From an optimization exercise on the open Yosys and OpenROAD flow, aimed at small area and a short achievable clock period; shortcuts taken in it are not production practice.
The RTL was checked by simulation tests, not by an equivalence proof against the original design.
Power and IR drop assume default switching activity.

## design/flow/design.v

```verilog
module FlexiPacketEngine(
input clk,
input resetn,
input validIn,
input [31:0] dataIn,
input lastIn,
output reg validOut,
output reg [31:0] dataOut,
output reg lastOut
);
localparam DEPTH = 99;                 
reg [32*DEPTH-1:0] line;               
reg [6:0]  cnt;                        
reg [6:0]  rem;                        
reg [15:0] seq;
reg        st_hdr, st_pay, st_rep1, st_rep2, st_ftr;
reg [31:0] part0, part1, part2;        
wire rx       = ~(st_hdr | st_pay | st_rep1 | st_rep2 | st_ftr);
always @(posedge clk)
	line <= {line[32*DEPTH-33:0], dataIn};
reg [99:1] sel;
integer j;
always @(*) begin
	for (j = 1; j <= 99; j = j + 1)
		sel[j] = (cnt == j);
end
wire [32*33-1:0] grp_n;                
genvar g, b;
generate
	for (g = 0; g < 33; g = g + 1) begin : grp
		for (b = 0; b < 32; b = b + 1) begin : bt
			FlexiPacketEngine_aoi222 u (
				.a1(sel[3*g+1]), .a2(line[32*(3*g)+b]),
				.b1(sel[3*g+2]), .b2(line[32*(3*g+1)+b]),
				.c1(sel[3*g+3]), .c2(line[32*(3*g+2)+b]),
				.y(grp_n[32*g+b]));
		end
	end
endgenerate
reg [31:0] or0, or1, or2;
integer k;
always @(*) begin
	or0 = 32'h0;
	or1 = 32'h0;
	or2 = 32'h0;
	for (k = 0; k < 11; k = k + 1) begin
		or0 = or0 | ~grp_n[32*k +: 32];
		or1 = or1 | ~grp_n[32*(k+11) +: 32];
		or2 = or2 | ~grp_n[32*(k+22) +: 32];
	end
end
always @(posedge clk) begin
	part0 <= or0;
	part1 <= or1;
	part2 <= or2;
end
wire [31:0] tap = part0 | part1 | part2;
always @(posedge clk or negedge resetn) begin
	if (!resetn) begin
		cnt      <= 7'd0;
		rem      <= 7'd0;
		seq      <= 16'h0001;
		st_hdr   <= 1'b0;
		st_pay   <= 1'b0;
		st_rep1  <= 1'b0;
		st_rep2  <= 1'b0;
		st_ftr   <= 1'b0;
		validOut <= 1'b0;
		lastOut  <= 1'b0;
		dataOut  <= 32'h0;
	end else begin
		if (rx)
			cnt <= validIn ? cnt + 7'd1 : 7'd0;
		if (st_hdr)
			rem <= cnt;
		else if (st_pay)
			rem <= rem - 7'd1;
		if (st_ftr)
			seq <= seq + 16'h0001;
		st_hdr   <= rx & validIn & lastIn;
		st_pay   <= st_hdr | (st_pay & (rem != 7'd1));
		st_rep1  <= st_pay & (rem == 7'd1);
		st_rep2  <= st_rep1;
		st_ftr   <= st_rep2;
		validOut <= ~rx;
		lastOut  <= st_ftr;
		dataOut  <= ({32{st_hdr}} & {seq, 9'b0, cnt})
		          | ({32{st_pay}} & tap)
		          | ({32{st_rep1 | st_rep2}} & dataOut)
		          | {32{st_ftr}};
	end
end
endmodule
module FlexiPacketEngine_aoi222(
input a1, input a2, input b1, input b2, input c1, input c2,
output y
);
assign y = ~((a1 & a2) | (b1 & b2) | (c1 & c2));
endmodule
```

## design/flow/flow/run.sh

```bash
#!/bin/bash
# Standard ORFS layout with three changes: ports buffered with buf_4 (not the
# delay buffer buffer_ports picks by default), timing repair free to change a
# cell's footprint, and clock tree synthesis without dummy loads.
set -euo pipefail
bash standard.sh \
  "BUFFER_PORTS_ARGS=-buffer_cell sky130_fd_sc_hd__buf_4" \
  "MATCH_CELL_FOOTPRINT=0" \
  "CTS_ARGS=-sink_clustering_enable -repair_clock_nets -dont_use_dummy_load -sink_clustering_size 24 -sink_clustering_max_diameter 50 -buf_list sky130_fd_sc_hd__clkbuf_16" \
  finish > standard_flow.log 2>&1
```

## design/flow/standard.sh

```bash
#!/bin/bash
# synth_recipe.tcl (not shown) runs the flow's synth.tcl, then flattens the netlist and writes it again
# the make line also repeats each setting of config.mk as NAME=value (left out here)
make -C /OpenROAD-flow-scripts/flow DESIGN_CONFIG=/design/flow/config.mk WORK_HOME=/design/flow/orfs CLKGATE_MAP_FILE= SYNTH_SCRIPT=/design/flow/synth_recipe.tcl "${@:-finish}"
```

## design/flow/config.mk

```make
export PLATFORM = sky130hd
export DESIGN_NAME = FlexiPacketEngine
export DESIGN_NICKNAME = FlexiPacketEngine
export VERILOG_FILES = /design/flow/design.v
export SDC_FILE = /design/flow/constraint.sdc
export NUM_CORES = 4
export LEC_CHECK = 0
export CAP_MARGIN = 20
export CORE_MARGIN = 2
export CORE_UTILIZATION = 55
export PLACE_DENSITY = 0.65
export SETUP_SLACK_MARGIN = 4.3
export SLEW_MARGIN = 20
export SYNTH_HIERARCHICAL = 1
export SYNTH_MINIMUM_KEEP_SIZE = 0
```

## design/flow/constraint.sdc

```tcl
create_clock -name core_clock -period 7.0 [get_ports {clk}]
set_input_delay 1.4000 -clock core_clock [delete_from_list [all_inputs] [get_ports {clk}]]
set_output_delay 1.4000 -clock core_clock [all_outputs]
set_load 0.01 [all_outputs]
```

==> results of run 1 <==
==> per-module statistics from Yosys (local to each module, per instance) <==
module,flip-flops and latches,copies in the design,cells
FlexiPacketEngine,3333,1,4082
FlexiPacketEngine_aoi222,0,1056,1
==> cell type report <==
class / count / area [µm²]
Sequential cell: 3333 / 67100
Tap cell: 1930 / 2410
Fill cell: 11008 / 56300
Inverter: 9 / 33.8
Clock buffer: 192 / 4800
Timing Repair Buffer: 218 / 1930
Multi-Input combinational cell: 1767 / 15100
==> routing by layer <==
metal / track usage / share of wire / vias up
met5: 0 / 0.000058 / -
met4: 0.0990 / 0.037 / 2
met3: 0.0550 / 0.095 / 452
met2: 0.453 / 0.45 / 2363
met1: 0.397 / 0.41 / 24991
li1: - / - / 21430
==> final timing paths <==
check | to | slack (ps) | cells past startpoint
worst min register to register | line[2951]$_DFF_P_ | 270 | 0
worst max register to register | part2[13]$_DFF_P_ | 4290 | 8
max in group asynchronous | cnt[0]$_DFFE_PN0N_ | 5430 | 2
worst max-delay path | dataOut[14] | 4180 | 1
min in group asynchronous | seq[2]$_DFFE_PN0P_ | 500 | 1
worst min-delay path | line[2951]$_DFF_P_ | 270 | 0
==> through the flow <==
step	setup slack, ps	utilization	power, mW	instances	area, µm²
after global placement	3790	0.581	21.8	7218	85700
after global routing	4130	0.619	33.1	7449	91400
final	4180	0.619	32.1	7449	91400
after detailed placement	3770	0.581	21.8	7218	85700
after floorplan	4310	-	21.0	5138	81800
after CTS	4140	0.616	32.2	7428	91000
==> kinds of logic after synthesis <==
kind of cell	Yosys count
and+or+nand+nor	595
DFF	3333
xor gates and xnor gates	21
AOI/OAI and AO/OA	1142
buffers and inverters	38
adders and majority gates	7
muxes	2
==> state kept, by name, summed over array words and instances (netlist names) <==
name / count
cnt: 7
dataOut: 32
lastOut: 1
line: 3168
part0: 32
part1: 32
part2: 32
rem: 7
seq: 16
st_ftr: 1
st_hdr: 1
st_pay: 1
st_rep1: 1
st_rep2: 1
validOut: 1
==> power groups by stage <==
stage	registers [mW]	clock network, mW	logic, mW
floorplan	20.4	0	0.614
global placement	20.5	0	1.24
detailed placement	20.6	0	1.25
CTS	20.1	10.6	1.40
global route	20.2	11.3	1.53
finish	20.2	10.5	1.44
==> timing repair <==
item | CTS | global route
buffers inserted | 18 | 20
pin swaps | 4 | 21
setup endpoints to repair | 130 | 130
resized for setup | 90 | 43
==> placed cells by master, fill, tap and decap left out, drive strengths merged, types with 3 or more instances in the layout <==
cell and count:
buf 217, xor2 9, nand3 13, nand3b 4, nand4 291, dfxtp 3264, o31ai 3, ha 7
dfrtp 68, inv 9, nand2 32, xnor2 12, nor2 204, o21ai 48, nor3 35, and3 5
nor4 4, clkbuf 193, a21oi 9, a221oi 23, a222oi 1056
==> flow_summary.toml, run 1 <==
[logic_synthesis]
ys_top_cells_by_count = "dfxtp_1, a222oi_1, nand4_1"
synth.most_common_cell = "dfxtp_1"
synthTopCellsByArea = "dfxtp_1, a222oi_1, nand4_1"
ys_seq_elements = 3333
synth-edff-count = 0
yosysTopAreaCell = "dfxtp_1"
syn_inst = 5138
seq_area_frac_synth = 0.821
yosys.area_share.adder = 0.00107
async_reset_ff_frac = 0.0207
ys_types = 38
yosysTopAreaCellShare = 0.800
synthFlopType = "dfxtp_1"
synth_area_um2 = 81700
avgSynthCellArea_um2 = 15.9
muxShareOfSynthArea = 0.000276
synth_top_family_by_area = "compound AO/OA/AOI/OAI gates"
yosys.area_share.simple = 0.0379
synth_nets = 5181
synthXorXnorAreaFrac = 0.00225
yosysWarnings = 7
synth_compound_area_frac = 0.136

[sta]
rsz0062_at_grt = "true"
whs_ps = 271
achievable-frequency_mhz = 355
tightest_slew_ps = 1220
timing.final.setup_violations = 0
relSlewSlack = 0.182
post-route-min-period_ps = 2820
slew_violations = 0
hold_viol = 0
finClkSkew_ps = 88.1
fin_setup_tns_ps = 0
period_share = 0.403

[layout]
syn_to_final_growth_pct = 11.8
final_layout_size_suffix_gt1_frac = 0.0991
nNetsFinal = 5564
diodes = 0

[clock_tree]
clk_latency_ps = 840
htreeDepth = 4
cts_max_path_buffers = 3
postCtsHoldBufs = 0
cts_buffers = 192
cts_tree = "built"
cts_sinks = 3333
cts-root-buf = "clkbuf_16"
cts.clk_slew.worst_paths_ps = 90

[setup_path]
worstSetupPathType = "reg -> out"
worst_path_max_delay_cell = "dfrtp_2"
r2r-start = "cnt[5]$_DFFE_PN0N_"
cp.required_ps = 5600
crit_arrival_ps = 1420
critical-path-max-stage-delay_ps = 470
crit_family = "flip-flops"
cp-start-kind = "flop"
timing.critical_path.fanout_max = 2
path_buf_inv = 1
crit_path_end_kind = "primary output"
path_cells = "buf_6"
cp-startpoint = "dataOut[14]$_DFF_PN0_"

[floorplan]
start_util = 0.553
die_h_um = 389
die_area_um2 = 152000
fp.dieW_um = 389
io_pins = 70
core_area_um2 = 148000
fp-row-count = 141

[routing]
routed_via_density = 6.61
ant_nets = 0
vias = 49238
wl_per_cell_um = 29.9
drtIter0Drc = 9082
drc = 0
wirelength_mm = 222
drtPass1Iterations = 11

[global_route]
track_usage = 0.287
antenna_found_initial = 4
grt_overflow = 0
grt_max_degree = 50
grt_pass1_wl_mm = 323
grt_pass1_vias = 48139

[power]
power_switching_mw = 6.99
switching_share = 0.218
power.density_nw_per_um2 = 351
vdd_drop_max_mv = 0.260
p_leak_nw = 34.6
p_clk_frac = 0.327
pwr-share-seq = 0.628
power.internal_mw = 25.1
p_comb_frac = 0.045

[placement]
gp_congestion = 0.827
io_buffer_count = 69
place_hpwl_mm = 124

[outcome]
status = "no timing/DRC/antenna violations"

[run]
maxCapViolations = 0

[min_path]
min_path_type = "reg -> reg"
hold_start = "line[2919]$_DFF_P_"
==> inputs of run 2 (changes only) <==
--- a/design/flow/config.mk
+++ b/design/flow/config.mk
@@ -10,5 +10,5 @@
 export CORE_UTILIZATION = 55
 export PLACE_DENSITY = 0.65
-export SETUP_SLACK_MARGIN = 4.3
+export SETUP_SLACK_MARGIN = 4.7
 export SLEW_MARGIN = 20
 export SYNTH_HIERARCHICAL = 1
==> flow_summary.toml, run 2 <==
[outcome]
status = "no timing/DRC/antenna violations"

[setup_path]
reg2reg_depth = 9
crit_arrival_ps = 1440
critical-path-max-stage-delay_ps = 450
r2r-start = "cnt[1]$_DFFE_PN0N_"
worstSetupPathType = "reg -> out"
path_buf_inv = 1
r2r_setup_slack_ps = 4400
crit_path_end_kind = "primary output"
worst_path_max_delay_cell = "dfrtp_2"
rr_endpoint = "part2[7]$_DFF_P_"
path_cells = "buf_6"
crit_family = "flip-flops"
timing.critical_path.fanout_max = 2
cp-start-kind = "flop"
cp.required_ps = 5600

[layout]
final_cell_mix = "dfxtp_1, a222oi_1, nand4_1, clkbuf_16, buf_4"
final_util = 0.645
regMostFlops = "line"
syn_to_final_growth_pct = 16.6
fillers = 10448
nNetsFinal = 5766
regArea_um2 = 67100
final_common_cell = "dfxtp_1"
largest_reg_flops = 3168
final_layout_size_suffix_gt1_frac = 0.135
multiInputGateArea_um2 = 15500

[placement]
place_hpwl_mm = 124
dpl_worst_slack_ps = 3810
io_buffer_count = 69
gp_congestion = 0.832

[sta]
achievable-frequency_mhz = 352
relSlewSlack = 0.273
hold_viol = 0
slew_violations = 0
timing.final.setup_violations = 0
whs_ps = 269
period_share = 0.406
tightest_slew_ps = 1080
rsz0062_at_grt = "true"
fin_ws_ps = 4160
finClkSkew_ps = 88.2
fin_setup_tns_ps = 0
post-route-min-period_ps = 2840

[clock_tree]
cts_buffers = 188
cts.clk_slew.worst_paths_ps = 80
clk_latency_ps = 820
cts_sinks = 3333
cts-root-buf = "clkbuf_16"
cts_tree = "built"
htreeDepth = 4
cts_max_path_buffers = 3

[power]
vdd_drop_max_mv = 0.286
total_power_mw = 32.5
power.density_nw_per_um2 = 341
p_leak_nw = 36.1

[run]
maxCapViolations = 0

[logic_synthesis]
syn_inst = 5138
seq_area_frac_synth = 0.821
synthTopCellsByArea = "dfxtp_1, a222oi_1, nand4_1"
synth_nets = 5181
yosysTopAreaCell = "dfxtp_1"
synth_area_um2 = 81700
async_reset_ff_frac = 0.0207
ys_top_cells_by_count = "dfxtp_1, a222oi_1, nand4_1"
avgSynthCellArea_um2 = 15.9
synth-edff-count = 0
synth.most_common_cell = "dfxtp_1"
synthFlopType = "dfxtp_1"
ys_types = 38
ys_seq_elements = 3333
yosysWarnings = 7
yosysTopAreaCellShare = 0.800

[floorplan]
fp.dieW_um = 389
io_pins = 70
start_util = 0.553
die_area_um2 = 152000
core_area_um2 = 148000
die_h_um = 389
fp-row-count = 141

[routing]
routed_via_density = 6.74
vias = 51625
drtPass1Iterations = 10
drc = 0
wl_per_cell_um = 32.4
ant_nets = 0
wirelength_mm = 248
drtIter0Drc = 9887

[min_path]
min_to = "line[1095]$_DFF_P_"
min_path_type = "reg -> reg"
hold_depth = 0
hold_start = "line[1063]$_DFF_P_"

[global_route]
antenna_found_initial = 5
grt_max_degree = 53
grt_overflow = 0
track_usage = 0.296
grt_pass1_vias = 49183
grt_pass1_wl_mm = 332
==> run 2: how the worst max path moves through the flow <==
stage,startpoint,end,slack (ps),cells after the start
after CTS,dataOut[13]$_DFF_PN0_,dataOut[13],4110,1
after detailed placement,cnt[4]$_DFFE_PN0N_,part0[8]$_DFF_P_,3810,7
after global placement,cnt[4]$_DFFE_PN0N_,part1[3]$_DFF_P_,3780,8
after floorplan,cnt[6]$_DFFE_PN0N_,part0[0]$_DFF_P_,4700,9
after global routing,dataOut[13]$_DFF_PN0_,dataOut[13],4120,1
final,dataOut[13]$_DFF_PN0_,dataOut[13],4160,1
==> run 2: layout make-up <==
class | count | share of cell area
Tap cell | 1930 | 0.0253
Timing Repair Buffer | 422 | 0.0574
Multi-Input combinational cell | 1769 | 0.163
Antenna cell | 4 | 0.000105
Inverter | 9 | 0.000407
Clock buffer | 188 | 0.0494
Sequential cell | 3333 | 0.704
==> run 2: per-stage QoR <==
step | cell area (µm²) | cells
floorplan | 82300 | 5138
global placement | 85900 | 7216
detailed placement | 86000 | 7218
CTS | 92900 | 7519
global route | 95300 | 7651
finish | 95300 | 7655
==> run 2: cell families (layout without fill, tap and decap cells) <==
group	after synthesis	in the layout	share of synthesized area
AO/OA/AOI/OAI	1142	1142	0.136
XOR/XNOR	21	21	0.00225
adder cells (fa/ha/maj)	7	7	0.00107
buffers and inverters	38	619	0.00193
flip-flops	3333	3333	0.821
multiplexers	2	2	0.000276
other	0	4	0
AND/OR/NAND/NOR	595	597	0.0379
==> run 2: repair_timing <==
action                                  in CTS  in global routing
endpoints found under the setup margin     130                130
hold endpoints to repair                     0                  0
resized for setup                          301                185
setup buffers                              106                 92
pin swaps                                  125                342
gates cloned                                 7                 40
hold buffers                                 0                  0
==> run 2: where the power goes <==
group          leakage (nW)  switching, mW  internal [mW]
Sequential             27.8          0.550           19.7
Clock                  2.32           5.69           4.75
Combinational          6.00           1.00          0.831
Total                  36.1           7.24           25.2
==> run 2: layer usage <==
layer	part of all wire	wire length, µm	vias to the layer above	track usage
met4	0.054	13400	6	0.117
li1	-	-	21880	-
met2	0.44	110000	3054	0.471
met1	0.39	97400	26086	0.405
met5	0.00084	209	-	0.00893
met3	0.11	27300	599	0.0508
==> run 2: Yosys stat by module (local to each module, per instance) <==
module                    cells inside  area (µm²)  flops+latches
FlexiPacketEngine_aoi222             1        10.0              0
FlexiPacketEngine                 4082       71200           3333
==> run 2: worst reg2reg max path, cell delays in order, from the launching register on <==
cell and delay, ps:
dfrtp_1 430, buf_4 170, ha_4 210, nand3_4 160
nor2_4 60, buf_12 130, a222oi_1 890, nand4_1 190
nor2_1 120, nand4_1 100
==> inputs of run 3 (changes only) <==
--- a/design/flow/config.mk
+++ b/design/flow/config.mk
@@ -8,7 +8,7 @@
 export CAP_MARGIN = 20
 export CORE_MARGIN = 2
-export CORE_UTILIZATION = 55
-export PLACE_DENSITY = 0.65
-export SETUP_SLACK_MARGIN = 4.7
+export CORE_UTILIZATION = 65
+export PLACE_DENSITY = 0.75
+export SETUP_SLACK_MARGIN = 4.3
 export SLEW_MARGIN = 20
 export SYNTH_HIERARCHICAL = 1
==> flow_summary.toml, run 3 <==
[power]
power.density_nw_per_um2 = 350
p_clk_frac = 0.319
p_leak_nw = 34.5
power_switching_mw = 6.90
pwr-share-seq = 0.636
p_comb_frac = 0.045
switching_share = 0.217
vdd_drop_max_mv = 0.298
power.internal_mw = 24.9

[logic_synthesis]
synthFlopType = "dfxtp_1"
async_reset_ff_frac = 0.0207
avgSynthCellArea_um2 = 15.9
synth_nets = 5181
synth_area_um2 = 81700
yosysTopAreaCellShare = 0.800
synthTopCellsByArea = "dfxtp_1, a222oi_1, nand4_1"
synth_top_family_by_area = "compound AO/OA/AOI/OAI gates"
yosysTopAreaCell = "dfxtp_1"
seq_area_frac_synth = 0.821
synth-edff-count = 0
ys_seq_elements = 3333
yosys.area_share.simple = 0.0379
yosys.area_share.adder = 0.00107
muxShareOfSynthArea = 0.000276
synthXorXnorAreaFrac = 0.00225
synth.most_common_cell = "dfxtp_1"
ys_top_cells_by_count = "dfxtp_1, a222oi_1, nand4_1"
syn_inst = 5138
ys_types = 38
yosysWarnings = 7
synth_compound_area_frac = 0.136

[sta]
hold_viol = 0
fin_ws_ps = 4170
slew_violations = 0
period_share = 0.405
relSlewSlack = 0.331
finClkSkew_ps = 56.7
achievable-frequency_mhz = 353
tightest_slew_ps = 995
timing.final.setup_violations = 0
post-route-min-period_ps = 2830
fin_setup_tns_ps = 0
rsz0062_at_grt = "true"

[routing]
vias = 49806
drc = 0
drtPass1Iterations = 13
wl_per_cell_um = 29.7
ant_nets = 0
routed_via_density = 6.95
drtIter0Drc = 10048
wirelength_mm = 213

[layout]
final_util = 0.725
syn_to_final_growth_pct = 11.2
final_layout_size_suffix_gt1_frac = 0.101
final_common_cell = "dfxtp_1"
regMostFlops = "line"
nNetsFinal = 5565
final_cells = 7171
final_cell_mix = "dfxtp_1, a222oi_1, nand4_1, clkbuf_16, buf_4"
largest_reg_flops = 3168

[placement]
place_hpwl_mm = 121
dpl_worst_slack_ps = 3660
dp_cells = 6934
gp_congestion = 0.852
io_buffer_count = 69

[setup_path]
critical-path-max-stage-delay_ps = 470
cp-start-kind = "flop"
reg2reg_depth = 8
rr_endpoint = "part2[14]$_DFF_P_"
worstSetupPathType = "reg -> out"
r2r_setup_slack_ps = 4240
path_cells = "buf_6"
cp.required_ps = 5600
crit_arrival_ps = 1430
timing.critical_path.fanout_max = 2
r2r-start = "cnt[0]$_DFFE_PN0N_"
worst_path_max_delay_cell = "dfrtp_2"
crit_path_end_kind = "primary output"
crit_family = "flip-flops"
critical_path_depth = 1
path_buf_inv = 1

[global_route]
grt_max_degree = 70
grt_pass1_vias = 48609
antenna_found_initial = 2
grt_overflow = 0
grt_pass1_wl_mm = 309
track_usage = 0.322

[floorplan]
die_area_um2 = 129000
fp.dieW_um = 359
start_util = 0.652
io_pins = 70
die_h_um = 359
fp-row-count = 130
core_area_um2 = 125000

[min_path]
min_path_type = "reg -> reg"
min_to = "line[2040]$_DFF_P_"
hold_depth = 0
hold_start = "line[2008]$_DFF_P_"

[clock_tree]
cts_buffers = 182
cts_tree = "built"
cts-root-buf = "clkbuf_16"
cts_sinks = 3333
cts.clk_slew.worst_paths_ps = 90
cts_max_path_buffers = 3
htreeDepth = 4
clk_latency_ps = 820

[outcome]
status = "no timing/DRC/antenna violations"

[run]
maxCapViolations = 0
==> run 3: cell counts after synthesis <==
Identical to the previous run, type by type.
==> run 3: area by class of cell <==
class	instances	area, µm²
flip-flops and latches	3333	67100
fillers	7942	34400
multi-input cells	1769	15100
clock buffers	182	4550
well taps	1650	2060
repair buffers	227	2000
inverters	9	33.8
diodes	1	2.50
==> run 3: logic make-up (layout without fill, tap and decap cells) <==
| kind of cell | count (synthesis) | in the layout |
|---|---|---|
| multiplexers | 2 | 2 |
| AND/OR/NAND/NOR | 595 | 597 |
| AO/OA/AOI/OAI | 1142 | 1142 |
| XOR/XNOR | 21 | 21 |
| other | 0 | 1 |
| buffers and inverters | 38 | 418 |
| flip-flops | 3333 | 3333 |
| adder cells (fa/ha/maj) | 7 | 7 |
==> run 3: routing by layer <==
metal  GRT usage  share of wire
met1       0.437           0.39
met2       0.502           0.45
met3      0.0706           0.12
met4       0.140          0.046
met5           0        0.00012
==> run 3: modules after synthesis, one instance, submodules excluded <==
module | copies in the design | cells inside
FlexiPacketEngine | 1 | 4082
FlexiPacketEngine_aoi222 | 1056 | 1
==> run 3: how the worst max path moves through the flow <==
stage | slack [ps] | end | start
2_1_floorplan | 4310 | part0[0]$_DFF_P_ | cnt[6]$_DFFE_PN0N_
3_3_place_gp | 3790 | part1[25]$_DFF_P_ | cnt[4]$_DFFE_PN0N_
3_5_place_dp | 3660 | part1[26]$_DFF_P_ | cnt[4]$_DFFE_PN0N_
4_1_cts | 4130 | dataOut[15] | dataOut[15]$_DFF_PN0_
5_1_grt | 4130 | dataOut[14] | dataOut[14]$_DFF_PN0_
6_report | 4170 | dataOut[15] | dataOut[15]$_DFF_PN0_
==> run 3: power groups by stage <==
stage,logic [mW],registers (mW),clock network (mW)
finish,1.43,20.2,10.1
global route,1.51,20.3,10.9
CTS,1.36,20.2,10.2
detailed placement,1.19,20.6,0
global placement,1.18,20.6,0
floorplan,0.614,20.4,0
==> run 3: timing repair <==
item,4_1_cts,5_1_grt
cloned,1,1
gates resized for setup,105,19
setup buffers,26,25
hold buffers,0,0
endpoints found under the setup margin,130,110
pin swaps,10,15
==> run 3: worst register-to-register path: stages (launching register included) <==
cell,delay (ps)
dfrtp_2,460
ha_2,300
nand2_4,230
nor2_2,70
buf_4,300
a222oi_1,580
nand4_1,220
nor2_1,170
nand4_1,220
==> run 3: per-stage QoR <==
step / power [mW] / instance area, µm² / hold WS, ps
final: 31.8 / 90900 / 303
after global routing: 32.6 / 90900 / 310
after CTS: 31.7 / 90600 / 300
after detailed placement: 21.8 / 85400 / 335
after global placement: 21.7 / 85400 / 331
after floorplan: 21.0 / 81800 / 330
==> inputs of run 4 (changes only) <==
--- a/design/flow/flow/run.sh
+++ b/design/flow/flow/run.sh
@@ -7,4 +7,4 @@
   "BUFFER_PORTS_ARGS=-buffer_cell sky130_fd_sc_hd__buf_4" \
   "MATCH_CELL_FOOTPRINT=0" \
-  "CTS_ARGS=-sink_clustering_enable -repair_clock_nets -dont_use_dummy_load -sink_clustering_size 24 -sink_clustering_max_diameter 50 -buf_list sky130_fd_sc_hd__clkbuf_16" \
+  "CTS_ARGS=-sink_clustering_enable -repair_clock_nets -dont_use_dummy_load -sink_clustering_size 32 -sink_clustering_max_diameter 60 -buf_list sky130_fd_sc_hd__clkbuf_16" \
   finish > standard_flow.log 2>&1
--- a/design/flow/config.mk
+++ b/design/flow/config.mk
@@ -8,6 +8,6 @@
 export CAP_MARGIN = 20
 export CORE_MARGIN = 2
-export CORE_UTILIZATION = 65
-export PLACE_DENSITY = 0.75
+export CORE_UTILIZATION = 55
+export PLACE_DENSITY = 0.65
 export SETUP_SLACK_MARGIN = 4.3
 export SLEW_MARGIN = 20
==> flow_summary.toml, run 4 <==
[logic_synthesis]
yosysTopAreaCellShare = 0.800
ys_top_cells_by_count = "dfxtp_1, a222oi_1, nand4_1"
yosysWarnings = 7
synth.most_common_cell = "dfxtp_1"
syn_inst = 5138
yosysTopAreaCell = "dfxtp_1"
synth_compound_area_frac = 0.136
synth-edff-count = 0
synthXorXnorAreaFrac = 0.00225
synthFlopType = "dfxtp_1"
muxShareOfSynthArea = 0.000276
synth_area_um2 = 81700
async_reset_ff_frac = 0.0207
synth_top_family_by_area = "compound AO/OA/AOI/OAI gates"
synth_nets = 5181
avgSynthCellArea_um2 = 15.9
seq_area_frac_synth = 0.821
yosys.area_share.simple = 0.0379
yosys.area_share.adder = 0.00107
synthTopCellsByArea = "dfxtp_1, a222oi_1, nand4_1"
ys_seq_elements = 3333
ys_types = 38

[setup_path]
crit_path_end_kind = "primary output"
crit_arrival_ps = 1440
cp.required_ps = 5600
path_buf_inv = 1
worst_path_max_delay_cell = "dfrtp_2"
path_cells = "buf_6"
critical-path-max-stage-delay_ps = 490
timing.critical_path.fanout_max = 2
worstSetupPathType = "reg -> out"
crit_family = "flip-flops"
cp-start-kind = "flop"

[power]
vdd_drop_max_mv = 0.275
power.density_nw_per_um2 = 340
p_leak_nw = 34.0

[layout]
fillers = 11185
multiInputGateArea_um2 = 15100
final_common_cell = "dfxtp_1"
final_layout_size_suffix_gt1_frac = 0.0921
final_util = 0.611
largest_reg_flops = 3168
regArea_um2 = 67100
nNetsFinal = 5518
final_cell_mix = "dfxtp_1, a222oi_1, nand4_1, clkbuf_16, buf_4"
syn_to_final_growth_pct = 10.4
regMostFlops = "line"

[floorplan]
die_area_um2 = 152000
fp-row-count = 141
io_pins = 70
die_h_um = 389
start_util = 0.553
fp.dieW_um = 389
core_area_um2 = 148000

[sta]
achievable-frequency_mhz = 352
timing.final.setup_violations = 0
slew_violations = 0
tightest_slew_ps = 1250
post-route-min-period_ps = 2840
rsz0062_at_grt = "true"
period_share = 0.406
hold_viol = 0
relSlewSlack = 0.160
finClkSkew_ps = 80.2
fin_setup_tns_ps = 0

[placement]
place_hpwl_mm = 124
io_buffer_count = 69
gp_congestion = 0.827

[global_route]
grt_max_degree = 50
grt_pass1_wl_mm = 319
grt_pass1_vias = 47434
grt_overflow = 0
antenna_found_initial = 3
track_usage = 0.284

[clock_tree]
htreeDepth = 4
cts_sinks = 3333
cts-root-buf = "clkbuf_16"
cts.clk_slew.worst_paths_ps = 110
postCtsHoldBufs = 0
cts_tree = "built"
clk_latency_ps = 820
cts_buffers = 144
cts_max_path_buffers = 3

[routing]
drtPass1Iterations = 10
vias = 48973
wirelength_mm = 221
ant_nets = 0
drtIter0Drc = 9046
routed_via_density = 6.61
wl_per_cell_um = 29.9
drc = 0

[outcome]
status = "no timing/DRC/antenna violations"

[run]
maxCapViolations = 0

[min_path]
min_path_type = "reg -> reg"
run 4: cell counts after synthesis:
No cell type changed its count.
run 4: per-layer routing:
| metal | part of all wire | vias up | routed length [µm] | track usage |
|---|---|---|---|---|
| li1 | - | 21345 | - | - |
| met1 | 0.41 | 24912 | 91700 | 0.393 |
| met2 | 0.45 | 2336 | 101000 | 0.451 |
| met3 | 0.097 | 378 | 21400 | 0.0553 |
| met4 | 0.033 | 2 | 7390 | 0.0942 |
| met5 | 0.000068 | - | 15 | 0 |
run 4: per-module statistics from Yosys, one instance, submodules excluded:
module / area, µm² / cells / flops+latches / copies in the design
FlexiPacketEngine_aoi222: 10.0 / 1 / 0 / 1056
FlexiPacketEngine: 71200 / 4082 / 3333 / 1
run 4: power by group:
group	internal (mW)	total [mW]	switching, mW	leakage, nW
logic	0.637	1.50	0.860	4.44
registers	19.7	20.2	0.504	27.8
clock network	3.70	9.07	5.37	1.77
run 4: worst paths after layout:
| path | from | end | slack, ps | cells after the start |
|---|---|---|---|---|
| max | dataOut[14]$_DFF_PN0_ | dataOut[14] | 4160 | 1 |
| min | line[2350]$_DFF_P_ | line[2382]$_DFF_P_ | 290 | 0 |
| max reg2reg | cnt[0]$_DFFE_PN0N_ | part0[11]$_DFF_P_ | 4350 | 9 |
| min reg2reg | line[2350]$_DFF_P_ | line[2382]$_DFF_P_ | 290 | 0 |
| max in group asynchronous | resetn | dataOut[1]$_DFF_PN0_ | 5450 | 2 |
| min in group asynchronous | resetn | dataOut[19]$_DFF_PN0_ | 510 | 1 |
run 4: stage by stage:
step | instances | power [mW] | setup slack, ps | instance area (µm²) | hold WS, ps
after floorplan | 5138 | 21.0 | 4310 | 81800 | 330
after global placement | 7218 | 21.8 | 3790 | 85700 | 331
after detailed placement | 7218 | 21.8 | 3770 | 85700 | 335
after CTS | 7382 | 30.7 | 4130 | 89800 | 279
after global routing | 7403 | 31.7 | 4100 | 90200 | 280
final | 7404 | 30.7 | 4160 | 90200 | 292
run 4: cell families (layout without fill, tap and decap cells):
family | Yosys count | after routing
adders and majority gates | 7 | 7
other | 0 | 1
buffers and inverters | 38 | 373
AOI/OAI and AO/OA | 1142 | 1142
and+or+nand+nor | 595 | 595
DFF | 3333 | 3333
muxes | 2 | 2
xor gates and xnor gates | 21 | 21
run 4: timing repair:
action	CTS	global route
hold endpoints to repair	0	0
setup endpoints to repair	130	129
gates resized for setup	90	57
buffers inserted	20	21
pin swaps	4	19
run 4: cell type report:
type / instances / area share
antenna: 1 / 0.0000277
clock buffer: 144 / 0.0399
inverter: 9 / 0.000374
multi-input combinational: 1767 / 0.167
sequential: 3333 / 0.743
tap: 1930 / 0.0268
timing repair buffer: 220 / 0.0221
==> inputs of run 5 (changes only) <==
--- a/design/flow/config.mk
+++ b/design/flow/config.mk
@@ -10,5 +10,5 @@
 export CORE_UTILIZATION = 55
 export PLACE_DENSITY = 0.65
-export SETUP_SLACK_MARGIN = 4.3
+export SETUP_SLACK_MARGIN = 3.8
 export SLEW_MARGIN = 20
 export SYNTH_HIERARCHICAL = 1
==> flow_summary.toml, run 5 <==
[sta]
finClkSkew_ps = 94.8
fin_setup_tns_ps = 0
relSlewSlack = 0.240
period_share = 0.438
timing.final.setup_violations = 0
post-route-min-period_ps = 3070
slew_violations = 0
tightest_slew_ps = 1140
rsz0062_at_grt = "false"
hold_viol = 0
achievable-frequency_mhz = 326

[power]
pwr-share-seq = 0.660
vdd_drop_max_mv = 0.277
power.density_nw_per_um2 = 342
p_leak_nw = 33.7
power.internal_mw = 23.9
switching_share = 0.219
power_switching_mw = 6.70
p_comb_frac = 0.040
p_clk_frac = 0.300

[global_route]
track_usage = 0.284
grt_max_degree = 70
grt_pass1_wl_mm = 320
grt_pass1_vias = 47552
grt_overflow = 0
antenna_found_initial = 7

[floorplan]
fp.dieW_um = 389
die_h_um = 389
start_util = 0.553
io_pins = 70
fp-row-count = 141
die_area_um2 = 152000
core_area_um2 = 148000

[logic_synthesis]
ys_types = 38
avgSynthCellArea_um2 = 15.9
ys_top_cells_by_count = "dfxtp_1, a222oi_1, nand4_1"
synth_area_um2 = 81700
yosysWarnings = 7
synthFlopType = "dfxtp_1"
synthTopCellsByArea = "dfxtp_1, a222oi_1, nand4_1"
synth.most_common_cell = "dfxtp_1"
ys_seq_elements = 3333
syn_inst = 5138
yosysTopAreaCellShare = 0.800
seq_area_frac_synth = 0.821
yosysTopAreaCell = "dfxtp_1"
synth_nets = 5181
async_reset_ff_frac = 0.0207
synth-edff-count = 0

[routing]
wl_per_cell_um = 30.0
vias = 48941
drtPass1Iterations = 13
drtIter0Drc = 9261
wirelength_mm = 221
drc = 0
ant_nets = 0
routed_via_density = 6.65

[setup_path]
crit_arrival_ps = 3780
rr_endpoint = "part2[3]$_DFF_P_"
worstSetupPathType = "reg -> reg"
r2r-start = "cnt[1]$_DFFE_PN0N_"
cp-startpoint = "cnt[1]$_DFFE_PN0N_"
crit_path_end_kind = "flop"
timing.critical_path.fanout_max = 20
cp.required_ps = 7710
r2r_setup_slack_ps = 3930
reg2reg_depth = 7
cp-start-kind = "flop"

[clock_tree]
cts-root-buf = "clkbuf_16"
cts_buffers = 147
cts_sinks = 3333
cts_tree = "built"
cts_max_path_buffers = 3
htreeDepth = 4
cts.clk_slew.worst_paths_ps = 110
cts_setup_buffers = 0
clk_latency_ps = 830

[layout]
regMostFlops = "line"
nNetsFinal = 5477
final_cell_mix = "dfxtp_1, a222oi_1, nand4_1, buf_4, clkbuf_16"
final_common_cell = "dfxtp_1"
final_util = 0.606
syn_to_final_growth_pct = 9.45
final_layout_size_suffix_gt1_frac = 0.0793
fillers = 11132
largest_reg_flops = 3168

[outcome]
status = "no timing/DRC/antenna violations"

[run]
maxCapViolations = 0

[min_path]
hold_depth = 0
min_to = "line[907]$_DFF_P_"
hold_start = "line[875]$_DFF_P_"
min_path_type = "reg -> reg"

[placement]
io_buffer_count = 69
place_hpwl_mm = 125
gp_congestion = 0.857
run 5: cell counts after synthesis:
No cell type changed its count.
run 5: per-module statistics from Yosys (local to each module, per instance):
module / flops+latches / times used / cells inside / area (µm²)
FlexiPacketEngine_aoi222: 0 / 1056 / 1 / 10.0
FlexiPacketEngine: 3333 / 1 / 4082 / 71200
run 5: logic make-up (layout without fill, tap and decap cells):
| logic type | Yosys count | in the layout | synth area share |
|---|---|---|---|
| AO/OA/AOI/OAI | 1142 | 1142 | 0.136 |
| XOR/XNOR | 21 | 21 | 0.00225 |
| adder cells (fa/ha/maj) | 7 | 7 | 0.00107 |
| buffers and inverters | 38 | 332 | 0.00193 |
| flip-flops | 3333 | 3333 | 0.821 |
| multiplexers | 2 | 2 | 0.000276 |
| other | 0 | 2 | 0 |
| AND/OR/NAND/NOR | 595 | 595 | 0.0379 |
run 5: worst max-delay path by stage:
stage                                   end  cells past startpoint
final                      part2[3]$_DFF_P_                      7
after detailed placement   part2[1]$_DFF_P_                      8
after CTS                  part2[1]$_DFF_P_                      8
after floorplan            part0[0]$_DFF_P_                      9
after global placement     part2[1]$_DFF_P_                      8
after global routing      part1[28]$_DFF_P_                      9
run 5: per-layer routing:
metal / global-route usage / vias up / wire length [µm]
li1: - / 21273 / -
met1: 0.404 / 24956 / 91900
met2: 0.446 / 2373 / 99900
met3: 0.0453 / 335 / 21900
met4: 0.0924 / 4 / 7390
met5: 0 / - / 27
run 5: power by group through the flow:
stage / Combinational (mW) / Clock (mW) / Sequential [mW]
3_5_place_dp: 1.23 / 0 / 20.6
6_report: 1.24 / 9.18 / 20.2
3_3_place_gp: 1.21 / 0 / 20.6
2_1_floorplan: 0.610 / 0 / 20.4
5_1_grt: 1.32 / 9.98 / 20.2
4_1_cts: 1.23 / 9.30 / 20.2
run 5: critical path: stages, from the launching register on:
cell,delay (ps)
dfrtp_1,440
inv_1,120
ha_1,230
nand3_1,380
nor2_2,1020
buf_4,500
a222oi_1,160
nand4_1,150
run 5: area by class of cell:
| class | instances | area (µm²) | area share |
|---|---|---|---|
| Multi-Input combinational cell | 1767 | 14900 | 0.167 |
| Inverter | 9 | 33.8 | 0.000378 |
| Sequential cell | 3333 | 67100 | 0.750 |
| Antenna cell | 2 | 5.00 | 0.0000560 |
| Tap cell | 1930 | 2410 | 0.0270 |
| Timing Repair Buffer | 176 | 1340 | 0.0150 |
| Clock buffer | 147 | 3680 | 0.0411 |
run 5: what timing repair did:
item                                    4_1_cts  5_1_grt
endpoints found under the setup margin        0       30
hold buffers                                  0        0
resized for setup                             0        3
run 5: per-stage QoR:
step                instance area [µm²]  power [mW]  worst slack (ps)  hold slack (ps)  std cells
floorplan                         81700        21.0              4170              330       5138
global placement                  85700        21.8              3890              331       7214
detailed placement                85700        21.8              3830              335       7214
CTS                               89400        30.7              3860              277       7361
global route                      89400        31.5              3850              280       7362
finish                            89400        30.6              3930              279       7364
==> inputs of run 6 (changes only) <==
--- a/design/flow/flow/run.sh
+++ b/design/flow/flow/run.sh
@@ -7,4 +7,4 @@
   "BUFFER_PORTS_ARGS=-buffer_cell sky130_fd_sc_hd__buf_4" \
   "MATCH_CELL_FOOTPRINT=0" \
-  "CTS_ARGS=-sink_clustering_enable -repair_clock_nets -dont_use_dummy_load -sink_clustering_size 32 -sink_clustering_max_diameter 60 -buf_list sky130_fd_sc_hd__clkbuf_16" \
+  "CTS_ARGS=-sink_clustering_enable -repair_clock_nets -dont_use_dummy_load -sink_clustering_size 20 -sink_clustering_max_diameter 45 -buf_list sky130_fd_sc_hd__clkbuf_16 -sink_clustering_buffer sky130_fd_sc_hd__clkbuf_8" \
   finish > standard_flow.log 2>&1
--- a/design/flow/config.mk
+++ b/design/flow/config.mk
@@ -10,5 +10,5 @@
 export CORE_UTILIZATION = 55
 export PLACE_DENSITY = 0.65
-export SETUP_SLACK_MARGIN = 3.8
+export SETUP_SLACK_MARGIN = 4.3
 export SLEW_MARGIN = 20
 export SYNTH_HIERARCHICAL = 1
==> flow_summary.toml, run 6 <==
[setup_path]
worstSetupPathType = "reg -> out"
cp-start-kind = "flop"
worst_path_max_delay_cell = "dfrtp_2"
timing.critical_path.fanout_max = 2
cp.required_ps = 5600
crit_path_end_kind = "primary output"
r2r_setup_slack_ps = 4270
crit_arrival_ps = 1410
critical-path-max-stage-delay_ps = 480
path_cells = "buf_6"
crit_family = "flip-flops"
path_buf_inv = 1

[power]
vdd_drop_max_mv = 0.273
pwr-share-seq = 0.673
p_clk_frac = 0.279
p_comb_frac = 0.048
power.density_nw_per_um2 = 334
power_switching_mw = 6.75
p_leak_nw = 33.9
power.internal_mw = 23.2
switching_share = 0.225
total_power_mw = 30.0

[sta]
whs_ps = 278
fin_setup_tns_ps = 0
achievable-frequency_mhz = 356
relSlewSlack = 0.175
rsz0062_at_grt = "true"
slew_violations = 0
post-route-min-period_ps = 2810
hold_viol = 0
timing.final.setup_violations = 0
period_share = 0.401
tightest_slew_ps = 1230
fin_ws_ps = 4190
finClkSkew_ps = 85.4

[layout]
syn_to_final_growth_pct = 9.80
final_area_um2 = 89700
final_cell_mix = "dfxtp_1, a222oi_1, nand4_1, clkbuf_8, buf_4"
final_layout_size_suffix_gt1_frac = 0.103
final_common_cell = "dfxtp_1"
regMostFlops = "line"
largest_reg_flops = 3168
nNetsFinal = 5586

[clock_tree]
clk_latency_ps = 810
htreeDepth = 4
cts_sinks = 3333
cts.clk_slew.worst_paths_ps = 110
cts_buffers = 212
cts-root-buf = "clkbuf_16"
cts_max_path_buffers = 3
cts_tree = "built"

[routing]
wirelength_mm = 221
vias = 49150
drc = 0
wl_per_cell_um = 29.6
drtPass1Iterations = 8
routed_via_density = 6.58
drtIter0Drc = 8913
ant_nets = 0

[logic_synthesis]
syn_inst = 5138
synthTopCellsByArea = "dfxtp_1, a222oi_1, nand4_1"
ys_top_cells_by_count = "dfxtp_1, a222oi_1, nand4_1"
ys_seq_elements = 3333
async_reset_ff_frac = 0.0207
synth_area_um2 = 81700
yosysWarnings = 7
synth-edff-count = 0
yosysTopAreaCell = "dfxtp_1"
seq_area_frac_synth = 0.821
synthFlopType = "dfxtp_1"
yosysTopAreaCellShare = 0.800
ys_types = 38
synth.most_common_cell = "dfxtp_1"
synth_nets = 5181
avgSynthCellArea_um2 = 15.9

[global_route]
grt_max_degree = 50
grt_overflow = 0
antenna_found_initial = 3
track_usage = 0.285
grt_pass1_wl_mm = 321
grt_pass1_vias = 47988

[placement]
gp_congestion = 0.827
placed_area_um2 = 85700
io_buffer_count = 69
dpl_worst_slack_ps = 3770
place_hpwl_mm = 124

[floorplan]
fp-row-count = 141
fp.dieW_um = 389
die_h_um = 389
io_pins = 70
die_area_um2 = 152000
start_util = 0.553
core_area_um2 = 148000

[min_path]
min_path_type = "reg -> reg"

[run]
maxCapViolations = 0

[outcome]
status = "no timing/DRC/antenna violations"
-- run 6: cell counts after synthesis --
Identical to the previous run, type by type.
-- run 6: power by group through the flow --
stage | sequential (mW) | clock [mW] | combinational (mW)
2_1_floorplan | 20.4 | 0 | 0.614
3_3_place_gp | 20.5 | 0 | 1.24
3_5_place_dp | 20.6 | 0 | 1.25
4_1_cts | 20.1 | 8.49 | 1.40
5_1_grt | 20.2 | 9.17 | 1.54
6_report | 20.2 | 8.34 | 1.45
-- run 6: cell families (layout without fill, tap and decap cells) --
family | count (synthesis) | in the layout | synth area share
flops | 3333 | 3333 | 0.821
compound gates | 1142 | 1142 | 0.136
simple gates | 595 | 595 | 0.0379
buf+inv | 38 | 441 | 0.00193
xor+xnor | 21 | 21 | 0.00225
fa+ha+maj | 7 | 7 | 0.00107
mux | 2 | 2 | 0.000276
other cells | 0 | 2 | 0
-- run 6: final cells by class --
cell class / instances / area, µm²
Fill cell: 11241 / 57900
Sequential cell: 3333 / 67100
Timing Repair Buffer: 220 / 1990
Clock buffer: 212 / 3110
Inverter: 9 / 33.8
Antenna cell: 2 / 5.00
Tap cell: 1930 / 2410
Multi-Input combinational cell: 1767 / 15100
-- run 6: worst paths after layout --
path / start / endpoint / cells past startpoint
worst max-delay path: dataOut[14]$_DFF_PN0_ / dataOut[14] / 1
worst min register to register: line[1903]$_DFF_P_ / line[1935]$_DFF_P_ / 0
worst max register to register: cnt[2]$_DFFE_PN0N_ / part1[20]$_DFF_P_ / 9
worst min-delay path: line[1903]$_DFF_P_ / line[1935]$_DFF_P_ / 0
max in group asynchronous: resetn / cnt[3]$_DFFE_PN0N_ / 2
min in group asynchronous: resetn / dataOut[19]$_DFF_PN0_ / 1
-- run 6: per-layer routing --
metal | up-vias | share of wire | wire length, µm | track usage
met5 | - | 0.00012 | 27 | 0
met4 | 4 | 0.034 | 7630 | 0.0931
met3 | 404 | 0.097 | 21400 | 0.0552
met2 | 2366 | 0.45 | 99800 | 0.450
met1 | 24939 | 0.42 | 92500 | 0.396
li1 | 21437 | - | - | -
-- run 6: repair_timing --
action / 4_1_cts / 5_1_grt
pin swaps: 6 / 22
gates resized for setup: 85 / 58
setup buffers: 19 / 22
hold buffers: 0 / 0
setup endpoints to repair: 130 / 129
-- run 6: Yosys stat by module (local to each module, per instance) --
module | cells inside | flops+latches | area, µm² | times used
FlexiPacketEngine | 4082 | 3333 | 71200 | 1
FlexiPacketEngine_aoi222 | 1 | 0 | 10.0 | 1056
-- run 6: metrics by stage --
step           instances   util
6_report            7473  0.608
5_1_grt             7471  0.608
4_1_cts             7449  0.605
3_5_place_dp        7218  0.581
3_3_place_gp        7218  0.581
2_1_floorplan       5138      -
==> inputs of run 7 (changes only) <==
--- a/design/flow/flow/run.sh
+++ b/design/flow/flow/run.sh
@@ -2,5 +2,6 @@
 # Standard ORFS layout with three changes: ports buffered with buf_4 (not the
 # delay buffer buffer_ports picks by default), timing repair free to change a
-# cell's footprint, and clock tree synthesis without dummy loads.
+# cell's footprint, and clock tree synthesis without dummy loads, with clkbuf_8
+# sink buffers over small clusters.
 set -euo pipefail
 bash standard.sh \
==> flow_summary.toml, run 7 <==
[sta]
timing.final.setup_violations = 0
tightest_slew_ps = 1230
fin_setup_tns_ps = 0
whs_ps = 278
slew_violations = 0
period_share = 0.401
achievable-frequency_mhz = 356
hold_viol = 0
post-route-min-period_ps = 2810
finClkSkew_ps = 85.4
rsz0062_at_grt = "true"
relSlewSlack = 0.175

[clock_tree]
cts-root-buf = "clkbuf_16"
cts.clk_slew.worst_paths_ps = 110
postCtsHoldBufs = 0
clk_latency_ps = 810
cts_sinks = 3333
cts_max_path_buffers = 3
cts_buffers = 212
cts_tree = "built"
htreeDepth = 4

[routing]
drtIter0Drc = 8913
wirelength_mm = 221
drtPass1Iterations = 8
routed_via_density = 6.58
wl_per_cell_um = 29.6
drc = 0
ant_nets = 0
vias = 49150

[floorplan]
die_h_um = 389
io_pins = 70
fp-row-count = 141
fp.dieW_um = 389
core_area_um2 = 148000
start_util = 0.553
die_area_um2 = 152000

[setup_path]
timing.critical_path.fanout_max = 2
crit_family = "flip-flops"
r2r_setup_slack_ps = 4270
crit_path_end_kind = "primary output"
r2r-start = "cnt[2]$_DFFE_PN0N_"
path_cells = "buf_6"
cp-start-kind = "flop"
crit_arrival_ps = 1410
reg2reg_depth = 9
cp.required_ps = 5600
worstSetupPathType = "reg -> out"
critical-path-max-stage-delay_ps = 480
path_buf_inv = 1
worst_path_max_delay_cell = "dfrtp_2"
rr_endpoint = "part1[20]$_DFF_P_"

[layout]
final_area_um2 = 89700
regMostFlops = "line"
largest_reg_flops = 3168
final_common_cell = "dfxtp_1"
final_cell_mix = "dfxtp_1, a222oi_1, nand4_1, clkbuf_8, buf_4"
final_util = 0.608
nNetsFinal = 5586
final_layout_size_suffix_gt1_frac = 0.103
syn_to_final_growth_pct = 9.80

[min_path]
min_path_type = "reg -> reg"
hold_start = "line[1903]$_DFF_P_"
min_to = "line[1935]$_DFF_P_"
hold_depth = 0

[global_route]
grt_pass1_wl_mm = 321
antenna_found_initial = 3
grt_pass1_vias = 47988
grt_max_degree = 50
track_usage = 0.285
grt_overflow = 0

[logic_synthesis]
synth_nets = 5181
ys_types = 38
ys_top_cells_by_count = "dfxtp_1, a222oi_1, nand4_1"
seq_area_frac_synth = 0.821
syn_inst = 5138
yosysWarnings = 7
ys_seq_elements = 3333
synthTopCellsByArea = "dfxtp_1, a222oi_1, nand4_1"
synth-edff-count = 0
synth.most_common_cell = "dfxtp_1"
async_reset_ff_frac = 0.0207
synth_area_um2 = 81700
yosysTopAreaCellShare = 0.800
synthFlopType = "dfxtp_1"
avgSynthCellArea_um2 = 15.9
yosysTopAreaCell = "dfxtp_1"

[power]
p_clk_frac = 0.279
power.internal_mw = 23.2
p_leak_nw = 33.9
power.density_nw_per_um2 = 334
power_switching_mw = 6.75
vdd_drop_max_mv = 0.273
p_comb_frac = 0.048
pwr-share-seq = 0.673
switching_share = 0.225

[placement]
place_hpwl_mm = 124
io_buffer_count = 69
gp_congestion = 0.827
placed_area_um2 = 85700

[outcome]
status = "no timing/DRC/antenna violations"

[run]
maxCapViolations = 0
run 7: cell counts after synthesis:
Identical to the previous run, type by type.
run 7: how the worst max path moves through the flow:
stage                     cells after the start  slack, ps                  start           endpoint
after floorplan                               7       4310     cnt[6]$_DFFE_PN0N_   part0[0]$_DFF_P_
after detailed placement                      8       3770     cnt[4]$_DFFE_PN0N_  part2[31]$_DFF_P_
final                                         1       4190  dataOut[14]$_DFF_PN0_        dataOut[14]
after CTS                                     1       4140   dataOut[2]$_DFF_PN0_         dataOut[2]
after global routing                          1       4140   dataOut[2]$_DFF_PN0_         dataOut[2]
after global placement                        8       3790     cnt[4]$_DFFE_PN0N_  part2[28]$_DFF_P_
run 7: layout make-up:
cell class	count	area [µm²]
Sequential cell	3333	67100
Inverter	9	33.8
Fill cell	11241	57900
Timing Repair Buffer	220	1990
Multi-Input combinational cell	1767	15100
Clock buffer	212	3110
Antenna cell	2	5.00
Tap cell	1930	2410
run 7: layer usage:
metal  up-vias  part of all wire  track usage
met5         -           0.00012            0
met4         4             0.034       0.0931
met3       404             0.097       0.0552
met2      2366              0.45        0.450
met1     24939              0.42        0.396
li1      21437                 -            -
run 7: Yosys stat by module (local to each module, per instance):
module / flops+latches / cell area [µm²] / cells
FlexiPacketEngine_aoi222: 0 / 10.0 / 1
FlexiPacketEngine: 3333 / 71200 / 4082
run 7: cell families after synthesis:
| family | synth area share |
|---|---|
| flip-flops | 0.821 |
| AO/OA/AOI/OAI | 0.136 |
| AND/OR/NAND/NOR | 0.0379 |
| buffers and inverters | 0.00193 |
| XOR/XNOR | 0.00225 |
| adder cells (fa/ha/maj) | 0.00107 |
| multiplexers | 0.000276 |
run 7: power groups by stage:
stage	registers [mW]	logic, mW	clock network (mW)
floorplan	20.4	0.614	0
global placement	20.5	1.24	0
detailed placement	20.6	1.25	0
CTS	20.1	1.40	8.49
global route	20.2	1.54	9.17
finish	20.2	1.45	8.34
run 7: stage by stage:
| stage | total power, mW | worst slack (ps) | std cells |
|---|---|---|---|
| floorplan | 21.0 | 4310 | 5138 |
| global placement | 21.8 | 3790 | 7218 |
| detailed placement | 21.8 | 3770 | 7218 |
| CTS | 30.0 | 4140 | 7449 |
| global route | 30.9 | 4140 | 7471 |
| finish | 30.0 | 4190 | 7473 |
run 7: what timing repair did:
item / CTS / global route
gates resized for setup: 85 / 58
setup endpoints to repair: 130 / 129
buffers inserted: 19 / 22
pin swaps: 6 / 22
==> inputs of run 8 (changes only) <==
--- a/design/flow/flow/run.sh
+++ b/design/flow/flow/run.sh
@@ -8,4 +8,4 @@
   "BUFFER_PORTS_ARGS=-buffer_cell sky130_fd_sc_hd__buf_4" \
   "MATCH_CELL_FOOTPRINT=0" \
-  "CTS_ARGS=-sink_clustering_enable -repair_clock_nets -dont_use_dummy_load -sink_clustering_size 20 -sink_clustering_max_diameter 45 -buf_list sky130_fd_sc_hd__clkbuf_16 -sink_clustering_buffer sky130_fd_sc_hd__clkbuf_8" \
+  "CTS_ARGS=-sink_clustering_enable -repair_clock_nets -dont_use_dummy_load -sink_clustering_size 18 -sink_clustering_max_diameter 40 -buf_list sky130_fd_sc_hd__clkbuf_16 -sink_clustering_buffer sky130_fd_sc_hd__clkbuf_8" \
   finish > standard_flow.log 2>&1
==> flow_summary.toml, run 8 <==
[routing]
routed_via_density = 6.59
drc = 0
ant_nets = 0
wl_per_cell_um = 29.7
vias = 49792
drtIter0Drc = 8601
wirelength_mm = 224
drtPass1Iterations = 11

[layout]
largest_reg_flops = 3168
regMostFlops = "line"
final_area_um2 = 91300
final_common_cell = "dfxtp_1"
nNetsFinal = 5672
final_cell_mix = "dfxtp_1, a222oi_1, nand4_1, clkbuf_8, buf_4"
final_layout_size_suffix_gt1_frac = 0.116
syn_to_final_growth_pct = 11.7
final_cells = 7558

[logic_synthesis]
syn_inst = 5138
ys_top_cells_by_count = "dfxtp_1, a222oi_1, nand4_1"
synthTopCellsByArea = "dfxtp_1, a222oi_1, nand4_1"
seq_area_frac_synth = 0.821
synthFlopType = "dfxtp_1"
avgSynthCellArea_um2 = 15.9
ys_seq_elements = 3333
async_reset_ff_frac = 0.0207
synth_area_um2 = 81700
synth_nets = 5181
yosysWarnings = 7
synth-edff-count = 0
yosysTopAreaCell = "dfxtp_1"
synth.most_common_cell = "dfxtp_1"
yosysTopAreaCellShare = 0.800
ys_types = 38

[min_path]
min_path_type = "reg -> reg"
min_to = "line[1871]$_DFF_P_"
hold_start = "line[1839]$_DFF_P_"
hold_depth = 0

[placement]
io_buffer_count = 69
dp_cells = 7218
gp_congestion = 0.827
dpl_worst_slack_ps = 3770
place_hpwl_mm = 124
placed_area_um2 = 85700

[floorplan]
core_area_um2 = 148000
io_pins = 70
start_util = 0.553
die_h_um = 389
fp.dieW_um = 389
fp-row-count = 141
die_area_um2 = 152000

[power]
power.density_nw_per_um2 = 349
pwr-share-seq = 0.633
power.internal_mw = 24.7
p_comb_frac = 0.046
vdd_drop_max_mv = 0.279
p_leak_nw = 34.7
power_switching_mw = 7.10
p_clk_frac = 0.321
switching_share = 0.223

[clock_tree]
clk_latency_ps = 910
cts_sinks = 3333
htreeDepth = 5
cts-root-buf = "clkbuf_16"
cts_max_path_buffers = 4
cts.clk_slew.worst_paths_ps = 100
postCtsHoldBufs = 0
cts_tree = "built"
cts_buffers = 300

[sta]
relSlewSlack = 0.210
rsz0062_at_grt = "true"
timing.final.setup_violations = 0
slew_violations = 0
achievable-frequency_mhz = 343
finClkSkew_ps = 93.8
hold_viol = 0
tightest_slew_ps = 1180
post-route-min-period_ps = 2920
fin_ws_ps = 4080
fin_setup_tns_ps = 0
whs_ps = 270
period_share = 0.417

[global_route]
track_usage = 0.289
grt_pass1_vias = 48930
grt_overflow = 0
antenna_found_initial = 3
grt_pass1_wl_mm = 325
grt_max_degree = 50

[setup_path]
worst_path_max_delay_cell = "dfrtp_2"
cp.required_ps = 5600
rr_endpoint = "part1[9]$_DFF_P_"
path_cells = "buf_6"
critical-path-max-stage-delay_ps = 480
crit_arrival_ps = 1520
crit_family = "flip-flops"
cp-start-kind = "flop"
reg2reg_depth = 8
worstSetupPathType = "reg -> out"
r2r_setup_slack_ps = 4320
r2r-start = "cnt[2]$_DFFE_PN0N_"
timing.critical_path.fanout_max = 2
path_buf_inv = 1
crit_path_end_kind = "primary output"

[run]
maxCapViolations = 0

[outcome]
status = "no timing/DRC/antenna violations"
run 8: area by class of cell:
| type | instances | area, µm² |
|---|---|---|
| Multi-Input combinational cell | 1767 | 15100 |
| Timing Repair Buffer | 218 | 1970 |
| Inverter | 9 | 33.8 |
| Tap cell | 1930 | 2410 |
| Fill cell | 11077 | 56400 |
| Clock buffer | 300 | 4680 |
| Sequential cell | 3333 | 67100 |
| Antenna cell | 1 | 2.50 |
run 8: per-module statistics from Yosys (local to each module, per instance):
module                    flip-flops and latches  cell area (µm²)  cells  times used
FlexiPacketEngine                           3333            71200   4082           1
FlexiPacketEngine_aoi222                       0             10.0      1        1056
run 8: cells by family after synthesis:
family / Yosys count / share of synthesized area
fa+ha+maj: 7 / 0.00107
compound gates: 1142 / 0.136
buf+inv: 38 / 0.00193
mux: 2 / 0.000276
xor+xnor: 21 / 0.00225
flops: 3333 / 0.821
simple gates: 595 / 0.0379
run 8: repair_timing:
action                     in CTS  in global routing
setup endpoints to repair     130                130
pin swaps                       4                 17
setup buffers                  19                 20
resized for setup              82                 62
gates cloned                    0                  0
run 8: per-layer routing:
layer  global-route usage  vias up  wire [µm]
li1                     -    21591          -
met1                0.397    25196      92600
met2                0.452     2519     101000
met3               0.0554      484      21400
met4                0.116        2       8810
met5                    0        -         13
run 8: per-stage QoR:
step,power [mW],utilization
floorplan,21.0,-
global placement,21.8,0.581
detailed placement,21.8,0.581
CTS,31.9,0.615
global route,32.9,0.618
finish,31.8,0.618
run 8: power groups by stage:
| stage | Clock (mW) | Combinational (mW) | Sequential [mW] |
|---|---|---|---|
| after floorplan | 0 | 0.614 | 20.4 |
| after global placement | 0 | 1.24 | 20.5 |
| after detailed placement | 0 | 1.25 | 20.6 |
| after CTS | 10.4 | 1.40 | 20.1 |
| after global routing | 11.1 | 1.56 | 20.2 |
| final | 10.2 | 1.47 | 20.2 |
run 8: worst max-delay path by stage:
stage,from,to,slack [ps],cells after the start
global placement,cnt[4]$_DFFE_PN0N_,part2[28]$_DFF_P_,3790,8
global route,dataOut[14]$_DFF_PN0_,dataOut[14],4040,1
detailed placement,cnt[4]$_DFFE_PN0N_,part2[31]$_DFF_P_,3770,8
finish,dataOut[14]$_DFF_PN0_,dataOut[14],4080,1
floorplan,cnt[6]$_DFFE_PN0N_,part0[0]$_DFF_P_,4310,7
CTS,dataOut[14]$_DFF_PN0_,dataOut[14],4040,1
==> inputs of run 9 (changes only) <==
==> design/flow/run.sh (new file) <==
#!/bin/bash
# synth_recipe.tcl (not shown) runs the flow's synth.tcl, then flattens the netlist and writes it again
# the make line also repeats each setting of config.mk as NAME=value (left out here)
make -C /OpenROAD-flow-scripts/flow DESIGN_CONFIG=/design/flow/config.mk WORK_HOME=/design/flow/orfs CLKGATE_MAP_FILE= SYNTH_SCRIPT=/design/flow/synth_recipe.tcl finish
--- a/design/flow/config.mk
+++ b/design/flow/config.mk
@@ -9,4 +9,7 @@
 export CORE_MARGIN = 2
 export CORE_UTILIZATION = 55
+export CTS_BUF_LIST = sky130_fd_sc_hd__clkbuf_16
+export CTS_CLUSTER_DIAMETER = 50
+export CTS_CLUSTER_SIZE = 24
 export PLACE_DENSITY = 0.65
 export SETUP_SLACK_MARGIN = 4.3
removed: design/flow/flow/run.sh
removed: design/flow/standard.sh
==> flow_summary.toml, run 9 <==
[global_route]
grt_max_degree = 70
grt_pass1_wl_mm = 323
grt_pass1_vias = 48284
track_usage = 0.287
grt_overflow = 0
antenna_found_initial = 6

[logic_synthesis]
synth-edff-count = 0
ys_seq_elements = 3333
async_reset_ff_frac = 0.0207
yosysTopAreaCellShare = 0.800
synthTopCellsByArea = "dfxtp_1, a222oi_1, nand4_1"
synth_area_um2 = 81700
synthFlopType = "dfxtp_1"
avgSynthCellArea_um2 = 15.9
yosysTopAreaCell = "dfxtp_1"
seq_area_frac_synth = 0.821
syn_inst = 5138
ys_types = 38
yosysWarnings = 7
ys_top_cells_by_count = "dfxtp_1, a222oi_1, nand4_1"
synth_nets = 5181
synth.most_common_cell = "dfxtp_1"

[clock_tree]
cts_sinks = 3333
postCtsHoldBufs = 0
cts_buffers = 190
cts-root-buf = "clkbuf_16"
clk_latency_ps = 860
cts_max_path_buffers = 3
cts_tree = "built"
htreeDepth = 4
cts.clk_slew.worst_paths_ps = 90

[routing]
routed_via_density = 6.52
drtIter0Drc = 8704
wl_per_cell_um = 29.4
drtPass1Iterations = 12
vias = 49422
wirelength_mm = 223
ant_nets = 0
drc = 0

[layout]
regMostFlops = "line"
nNetsFinal = 5546
final_area_um2 = 92900
final_util = 0.629
largest_reg_flops = 3168
final_layout_size_suffix_gt1_frac = 0.110
final_cell_mix = "dfxtp_1, a222oi_1, nand4_1, clkbuf_16, nor2_1"
syn_to_final_growth_pct = 13.6
final_common_cell = "dfxtp_1"

[setup_path]
r2r_setup_slack_ps = 4300
endpoint = "dataOut[9]"
crit_arrival_ps = 1480
critical-path-max-stage-delay_ps = 450
cp-start-kind = "flop"
cp-startpoint = "dataOut[9]$_DFF_PN0_"
critical_path_depth = 1
worstSetupPathType = "reg -> out"
r2r-start = "cnt[0]$_DFFE_PN0N_"
path_cells = "buf_2"
rr_endpoint = "part1[15]$_DFF_P_"
crit_family = "flip-flops"
reg2reg_depth = 9
timing.critical_path.fanout_max = 2
worst_path_max_delay_cell = "dfrtp_1"
cp.required_ps = 5600
crit_path_end_kind = "primary output"
path_buf_inv = 1

[sta]
period_share = 0.411
relSlewSlack = 0.275
whs_ps = 324
rsz0062_at_grt = "true"
tightest_slew_ps = 1080
achievable-frequency_mhz = 348
timing.final.setup_violations = 0
fin_ws_ps = 4120
slew_violations = 0
finClkSkew_ps = 45.9
hold_viol = 0
post-route-min-period_ps = 2880
fin_setup_tns_ps = 0

[power]
vdd_drop_max_mv = 0.246
p_leak_nw = 35.3
power.density_nw_per_um2 = 364

[placement]
place_hpwl_mm = 122
gp_congestion = 0.831
io_buffer_count = 69
placed_area_um2 = 85900
dpl_worst_slack_ps = 3910

[floorplan]
die_h_um = 389
io_pins = 70
core_area_um2 = 148000
start_util = 0.553
fp.dieW_um = 389
fp-row-count = 141
die_area_um2 = 152000

[min_path]
min_path_type = "reg -> reg"

[outcome]
status = "no timing/DRC/antenna violations"

[run]
maxCapViolations = 0
## run 9: cell counts after synthesis
Identical to the previous run, type by type.
## run 9: worst min-delay path by stage
stage	start	end	slack, ps	cells after the start
after floorplan	line[968]$_DFF_P_	line[1000]$_DFF_P_	330	0
after global placement	line[2704]$_DFF_P_	line[2736]$_DFF_P_	330	0
after detailed placement	line[2044]$_DFF_P_	line[2076]$_DFF_P_	330	0
after CTS	line[2149]$_DFF_P_	line[2181]$_DFF_P_	320	0
after global routing	line[1319]$_DFF_P_	line[1351]$_DFF_P_	330	0
final	line[1386]$_DFF_P_	line[1418]$_DFF_P_	320	0
## run 9: stage by stage
| step | total power, mW | instances |
|---|---|---|
| after floorplan | 21.0 | 5138 |
| after detailed placement | 21.8 | 7212 |
| after global placement | 21.8 | 7212 |
| final | 33.8 | 7577 |
| after CTS | 33.9 | 7562 |
| after global routing | 34.8 | 7574 |
## run 9: power by group
| group | switching (mW) | total, mW | internal [mW] |
|---|---|---|---|
| combinational | 0.794 | 1.31 | 0.514 |
| clock | 6.54 | 12.3 | 5.79 |
| sequential | 0.527 | 20.2 | 19.7 |
## run 9: repair_timing
| item | 4_1_cts | 5_1_grt |
|---|---|---|
| pin swaps | 9 | 15 |
| setup endpoints to repair | 129 | 130 |
| endpoints found under the hold margin | 0 | 0 |
| resized for setup | 188 | 61 |
| setup buffers | 18 | 11 |
## run 9: cells by family (layout without fill, tap and decap cells)
family,Yosys count,after routing,share of synthesized area
AOI/OAI and AO/OA,1142,1142,0.136
other,0,4,0
and+or+nand+nor,595,595,0.0379
DFF,3333,3333,0.821
adders and majority gates,7,7,0.00107
xor gates and xnor gates,21,21,0.00225
buffers and inverters,38,543,0.00193
muxes,2,2,0.000276
## run 9: final cells by class
type                       count  area (µm²)
tap                         1930        2410
inverter                       9        33.8
sequential                  3333       67100
antenna                        4        10.0
fill                       10888       54800
clock buffer                 190        4750
timing repair buffer         202        1780
multi-input combinational   1767       15100
clock inverter               142        1730
## run 9: per-layer routing
| metal | GRT usage | vias to the layer above | part of all wire | routed length (µm) |
|---|---|---|---|---|
| li1 | - | 21590 | - | - |
| met1 | 0.396 | 25002 | 0.41 | 92200 |
| met2 | 0.453 | 2409 | 0.45 | 101000 |
| met3 | 0.0519 | 419 | 0.097 | 21600 |
| met4 | 0.103 | 2 | 0.037 | 8190 |
| met5 | 0.00191 | - | 0.000036 | 8 |
## run 9: Yosys stat by module (local to each module, per instance)
module	cells	cell area, µm²	times used	flip-flops and latches
FlexiPacketEngine	4082	71200	1	3333
FlexiPacketEngine_aoi222	1	10.0	1056	0

[static timing again, ports no longer ideal]
No port has a modelled driver above. Below, the same layouts with a new extraction and two added sets of constraints. Step 1 assumes that a clkbuf_16 drives the clock port and a buf_2 every other input. Step 2 moves the port delays by t, midway between the first and last clock arrival at a register: inputs arrive t later, outputs are due t later. That takes back most of the time a late clock gives input paths. Slacks: ideal / step 1 / step 2; pairs: ideal / step 1.
| run | t (ns) | slack for setup (ns) | worst data-port slew with drivers (ns) |
|---|---|---|---|
| run 1 | 0.879 | 4.181 / 4.094 / 4.286 | 0.05 |
| run 2 | 0.885 | 4.157 / 4.071 / 4.400 | 0.05 |
| run 3 | 0.863 | 4.165 / 4.089 / 4.242 | 0.05 |
| run 4 | 0.860 | 4.160 / 4.085 / 4.351 | 0.05 |
| run 5 | 0.864 | 3.935 / 3.935 / 3.935 | 0.05 |
| run 6 | 0.860 | 4.190 / 4.106 / 4.273 | 0.05 |
| run 7 | 0.860 | 4.190 / 4.106 / 4.273 | 0.05 |
| run 8 | 0.955 | 4.083 / 3.993 / 4.318 | 0.05 |
| run 9 | 0.911 | 4.125 / 4.047 / 4.225 | 0.05 |
After both steps setup and hold are still met in every run listed.
